This is an optimization exercise on Yosys and OpenROAD, whose aim is small area, a short achievable clock period and few clock cycles per item, not a production implementation.
At most, simulation tests tie the RTL to the original design; equivalence was not proved.
Power figures rest on the tool's default switching activity, not on a simulated workload.

==> v12: inputs <==
## MatrixMultiplier
module MatrixMultiplier(
input   wire            CLK,
input   wire            NRST,  
input   wire            START,
input   wire    [7:0]   A,
input   wire    [7:0]   B,
output  wire    [16:0]  OUT,
output  wire            OUT_STROBE
);
wire first, done, idle;
FSM U1(.CLK(CLK), .NRST(NRST), .START(START), .FIRST(first), .DONE(done), .IDLE(idle));
Accumulator U3(.CLK(CLK), .CLR(idle), .HOLD(done), .A(A), .B(B), .OUT(OUT));
assign OUT_STROBE = done;
endmodule
==> module FSM, before the edit <==
module FSM(
    input  wire CLK,
    input  wire NRST,
    input  wire START,
    output reg  FIRST,    
    output reg  DONE,     
    output wire IDLE
);
assign IDLE = ~FIRST & ~DONE;
always @(posedge CLK or negedge NRST) begin
    if (!NRST) begin
        FIRST <= 1'b0;
        DONE  <= 1'b0;
    end else begin
        FIRST <= IDLE & START;
        DONE  <= DONE | FIRST;
    end
end
endmodule
==> module MatrixMultiplier, before the edit <==
module MatrixMultiplier(
input   wire            CLK,
input   wire            NRST,  
input   wire            START,
input   wire    [7:0]   A,
input   wire    [7:0]   B,
output  wire    [16:0]  OUT,
output  wire            OUT_STROBE
);
wire first, done, idle;
FSM U1(.CLK(CLK), .NRST(NRST), .START(START), .FIRST(first), .DONE(done), .IDLE(idle));
Accumulator U3(.CLK(CLK), .CLR(idle), .HOLD(done), .A(A), .B(B), .OUT(OUT));
assign OUT_STROBE = done;
endmodule
clock: 5.5 ns
lec_check: 0
cap_margin: 20
core_margin: 2
core_utilization: 60
setup_slack_margin: 2.0
slew_margin: 20
standard.sh (not shown) runs the stock make flow with config.mk's settings and CLKGATE_MAP_FILE= SYNTH_SCRIPT=/design/flow/synth_recipe.tcl, a recipe that flattens the netlist after the stock synthesis.
==> flow/flow/run.sh <==
#!/bin/bash
# Standard ORFS layout with two changes:
#  - after the standard synthesis, flow/fapol.py picks each full adder's polarity (a full
#    adder is self-dual) and swaps single-output gates for their complements, so that few
#    inverters remain between adders; registers are untouched;
#  - the port buffers are buf_1 (sized up by repair as needed) instead of the delay-cell
#    buffer that buffer_ports picks by default.
set -euo pipefail
R=orfs/results/sky130hd/MatrixMultiplier/base
bash standard.sh synth > standard_synth.log 2>&1
cp $R/1_2_yosys.v yosys_netlist_orig.v
python3 flow/fapol.py yosys_netlist_orig.v $R/1_2_yosys.v > fapol.log 2>&1
rm -f $R/1_synth.odb $R/1_synth.sdc
bash standard.sh synth > standard_synth2.log 2>&1
bash standard.sh "BUFFER_PORTS_ARGS=-buffer_cell sky130_fd_sc_hd__buf_1" finish > standard_finish.log 2>&1
Other scripts of this flow, unchanged in this note and not shown: flow/flow/fapol.py
==> v7 (differences from v12) <==
--- a/flow/design.v
+++ b/flow/design.v
@@ -3,16 +3,16 @@
     input  wire NRST,
     input  wire START,
-    output reg  FIRST,    
+    output reg  RUN,      
     output reg  DONE,     
     output wire IDLE
 );
-assign IDLE = ~FIRST & ~DONE;
+assign IDLE = ~RUN;
 always @(posedge CLK or negedge NRST) begin
     if (!NRST) begin
-        FIRST <= 1'b0;
-        DONE  <= 1'b0;
+        RUN  <= 1'b0;
+        DONE <= 1'b0;
     end else begin
-        FIRST <= IDLE & START;
-        DONE  <= DONE | FIRST;
+        RUN  <= RUN | START;
+        DONE <= RUN;
     end
 end
@@ -306,6 +306,6 @@
 output  wire            OUT_STROBE
 );
-wire first, done, idle;
-FSM U1(.CLK(CLK), .NRST(NRST), .START(START), .FIRST(first), .DONE(done), .IDLE(idle));
+wire run, done, idle;
+FSM U1(.CLK(CLK), .NRST(NRST), .START(START), .RUN(run), .DONE(done), .IDLE(idle));
 Accumulator U3(.CLK(CLK), .CLR(idle), .HOLD(done), .A(A), .B(B), .OUT(OUT));
 assign OUT_STROBE = done;
==> flow/flow/run.sh (replaced) <==
#!/bin/bash
# Standard ORFS layout with these changes:
#  - flow/fapol.py then picks each full adder's polarity (a full adder is self-dual) and
#    swaps single-output gates for their complements, so that few inverters remain between
#    adders; registers and ports are untouched by both;
#  - the port buffers are buf_1 (sized up by repair as needed) instead of the delay-cell
#    buffer that buffer_ports picks by default.
set -euo pipefail
R=orfs/results/sky130hd/MatrixMultiplier/base
bash standard.sh synth > standard_synth.log 2>&1
cp $R/1_2_yosys.v yosys_netlist_orig.v
python3 flow/unfactor.py yosys_netlist_orig.v netlist_unfactor.v > unfactor.log 2>&1
python3 flow/fapol.py netlist_unfactor.v $R/1_2_yosys.v > fapol.log 2>&1
rm -f $R/1_synth.odb $R/1_synth.sdc
bash standard.sh synth > standard_synth2.log 2>&1
bash standard.sh "BUFFER_PORTS_ARGS=-buffer_cell sky130_fd_sc_hd__buf_1" finish > standard_finish.log 2>&1
==> flow/flow/unfactor.py (new file) <==
#!/usr/bin/env python3
"""Fold the gating of an input port into the gates that use it.

ABC shares the hold gating of each operand bit (g = a & ~hold) between the eight
partial-product gates that use it, which puts a gate with eight loads between the input
port and the adder tree.  This pass gives each partial-product gate the gating input
itself (g & b becomes and3(a, b, en); ~(g & b) becomes nand3(a, b, en)), with en = ~hold
from one new inverter, and removes the shared gates.  Registers and ports are untouched.

usage: unfactor.py IN.v OUT.v
"""
import re, sys
from collections import defaultdict

src = open(sys.argv[1]).read()
OUTPINS = {'X', 'Y', 'Q', 'Q_N', 'SUM', 'COUT', 'HI', 'LO'}
cell_re = re.compile(r'^(\s*)(sky130_fd_sc_hd__\w+)\s+(\S+)\s*\((.*?)\);\n', re.S | re.M)
pin_re = re.compile(r'\.(\w+)\(\s*(.*?)\s*\)(?=\s*,|\s*$)', re.S)
cells = []
spans = []
for m in cell_re.finditer(src):
    pins = {}
    order = []
    for pm in pin_re.finditer(m.group(4)):
        pins[pm.group(1)] = pm.group(2).strip()
        order.append(pm.group(1))
    cells.append([m.group(2), m.group(3), pins, order])
    spans.append((m.start(), m.end()))
head = src[:spans[0][0]]
tail = src[spans[-1][1]:]
inputs = set()
for m in re.finditer(r'^\s*input\s+(\[(\d+):(\d+)\]\s+)?(\S+);', head, re.M):
    nm = m.group(4)
    if m.group(1):
        for i in range(min(int(m.group(2)), int(m.group(3))), max(int(m.group(2)), int(m.group(3))) + 1):
            inputs.add(f'{nm}[{i}]')
    else:
        inputs.add(nm)

def base(t):
    return re.match(r'sky130_fd_sc_hd__(\w+?)_(\d+)$', t).group(1)

loads = defaultdict(list)
for ci, c in enumerate(cells):
    for p, n in c[2].items():
        if p not in OUTPINS:
            loads[n].append((ci, p))

dead = set()
newcells = []
newwires = []
en_of = {}   # hold net -> en net
folded = 0
for gi, g in enumerate(cells):
    if base(g[0]) != 'nor2b':
        continue
    h, a = g[2]['A'], g[2]['B_N']        # Y = ~h & a
    if a not in inputs:
        continue
    y = g[2]['Y']
    ls = loads[y]
    bufs = []
    # look through buffers ABC put after the shared gate
    while len(ls) == 1 and re.match(r'(clk)?buf$', base(cells[ls[0][0]][0])):
        bufs.append(ls[0][0])
        ls = loads[cells[ls[0][0]][2]['X']]
    if not ls or any(base(cells[ci][0]) not in ('and2', 'nand2') for ci, p in ls):
        continue
    if h not in en_of:
        en = f'_unf_en{len(en_of)}_'
        newwires.append(en)
        newcells.append(['sky130_fd_sc_hd__inv_1', f'_unf_i{len(en_of)}_', {'A': h, 'Y': en}, ['A', 'Y']])
        en_of[h] = en
    en = en_of[h]
    for ci, p in ls:
        c = cells[ci]
        other = c[2]['B' if p == 'A' else 'A']
        if base(c[0]) == 'and2':
            c[0] = 'sky130_fd_sc_hd__and3_1'
            c[2] = {'A': a, 'B': other, 'C': en, 'X': c[2]['X']}
            c[3] = ['A', 'B', 'C', 'X']
        else:
            c[0] = 'sky130_fd_sc_hd__nand3_1'
            c[2] = {'A': a, 'B': other, 'C': en, 'Y': c[2]['Y']}
            c[3] = ['A', 'B', 'C', 'Y']
        folded += 1
    dead.add(gi)
    dead.update(bufs)

out = [head.rstrip('\n') + '\n' + ''.join(f'  wire {w};\n' for w in newwires)]
for k, (t, n, pins, order) in enumerate(cells + newcells):
    if k in dead:
        continue
    body = ',\n'.join(f'    .{p}({pins[p]})' for p in order)
    body = re.sub(r'(\\\S+)\)', r'\1 )', body)
    out.append(f'  {t} {n} (\n{body}\n  );\n')
out.append(tail)
open(sys.argv[2], 'w').write(''.join(out))
print(f'unfactor: {len(dead)} shared gating gates removed, {folded} gates given the gating input', file=sys.stderr)
- ABC_CLOCK_PERIOD_IN_PS: unset -> 2500
- CORE_UTILIZATION: 60 -> 70
- TNS_END_PERCENT: unset -> 20
==> v8 (differences from v12) <==
--- a/flow/design.v
+++ b/flow/design.v
@@ -3,16 +3,16 @@
     input  wire NRST,
     input  wire START,
-    output reg  FIRST,    
+    output reg  RUN,      
     output reg  DONE,     
     output wire IDLE
 );
-assign IDLE = ~FIRST & ~DONE;
+assign IDLE = ~RUN;
 always @(posedge CLK or negedge NRST) begin
     if (!NRST) begin
-        FIRST <= 1'b0;
-        DONE  <= 1'b0;
+        RUN  <= 1'b0;
+        DONE <= 1'b0;
     end else begin
-        FIRST <= IDLE & START;
-        DONE  <= DONE | FIRST;
+        RUN  <= RUN | START;
+        DONE <= RUN;
     end
 end
@@ -306,6 +306,6 @@
 output  wire            OUT_STROBE
 );
-wire first, done, idle;
-FSM U1(.CLK(CLK), .NRST(NRST), .START(START), .FIRST(first), .DONE(done), .IDLE(idle));
+wire run, done, idle;
+FSM U1(.CLK(CLK), .NRST(NRST), .START(START), .RUN(run), .DONE(done), .IDLE(idle));
 Accumulator U3(.CLK(CLK), .CLR(idle), .HOLD(done), .A(A), .B(B), .OUT(OUT));
 assign OUT_STROBE = done;
- SETUP_SLACK_MARGIN: 2.0 -> 1.7
==> qor.csv <==
stage,metric,value,unit
layout,share of cells above drive strength 1,9.24,%
layout,"commonest non-fill, non-tap cell in the layout",fa_1,
pwr,Sw Ratio,45.5,%
die,row count,23,
clock_tree,clk slew on worst S/H paths,0.07,ns
layout,most frequent cells in the layout,"fa_1, and3_1, buf_1",
status,status,timing/DRC/antenna clean,
layout,total area of sequential cells,611,um2
layout,cell area after layout,3260,um2
routing,met3 routed WL,302,um
placed_design,"worst slack, placed",1.73,ns
clock_tree,"Setup Fix Bufs, Post-CTS",0,
That was v7.
==> qor.csv <==
stage,metric,value,unit
status,status,timing/DRC/antenna clean,
layout,most frequent cells in the layout,"and2_1, fa_1, buf_1",
routing,met3 routed WL,207,um
clock_tree,"Setup Fix Bufs, Post-CTS",0,
clock_tree,clk slew on worst S/H paths,0.07,ns
die,row count,25,
layout,"commonest non-fill, non-tap cell in the layout",and2_1,
pwr,Sw Ratio,46.0,%
layout,share of cells above drive strength 1,4.85,%
pwr,Logic power comb,0.00122,W
global_route,layer with the highest usage,met2,
layout,cell area after layout,3220,um2
That was v8.
==> qor.csv <==
stage,metric,value,unit
clock_tree,clk slew on worst S/H paths,0.06,ns
layout,most frequent cells in the layout,"and2_1, fa_1, buf_1",
placed_design,placed insts,384,
layout,total area of sequential cells,614,um2
die,row count,25,
placed_design,"worst slack, placed",1.52,ns
status,status,timing/DRC/antenna clean,
routing,met3 routed WL,395,um
placed_design,Post-Place Cell Area,3220,um2
global_route,initial antenna violation count,0,
layout,"commonest non-fill, non-tap cell in the layout",and2_1,
pwr,Sw Ratio,46.9,%
layout,multi-input gates,242,
That was v12.
Testbench counts of v7, summed over its fixed seeds: cycles 4,800, items 2,400.
Testbench counts of v8, summed over its fixed seeds: cycles 4,800, items 2,400.
Function not checked in v12: the RTL went through the layout flow alone.

[separate check: timing with driven ports]
No port has a modelled driver above. Below, the same layouts with a new extraction and two added sets of constraints.
Step 1 (the two cells are an assumption about what drives the block):
set clk [get_ports {CLK}]
set_driving_cell -lib_cell sky130_fd_sc_hd__clkbuf_16 $clk
set_driving_cell -lib_cell sky130_fd_sc_hd__buf_2 [delete_from_list [all_inputs] $clk]
Step 2 also shifts input and output timing later by t, the mid clock arrival at the registers, as if the neighbouring blocks saw the same clock.
Three values: ideal ports, drivers, drivers and shift; two values: the first two.
run | t, ns | setup WS [ns] | worst setup path at the end | slew at the worst register clock pin (ns) | worst data-port slew with drivers (ns)
v12 | 0.304 | 2.032 / 2.032 / 1.801 | input to register | 0.07 / 0.07 | 0.03
v7 | 0.305 | 2.099 / 2.103 / 1.798 | input to register | 0.07 / 0.07 | 0.03
v8 | 0.302 | 1.926 / 1.934 / 1.632 | input to register | 0.07 / 0.07 | 0.03
After both steps setup and hold are still met in every run listed. The setup slack of v7, which loses most, moves by +0.004 ns with the drivers and by -0.301 ns with both steps.
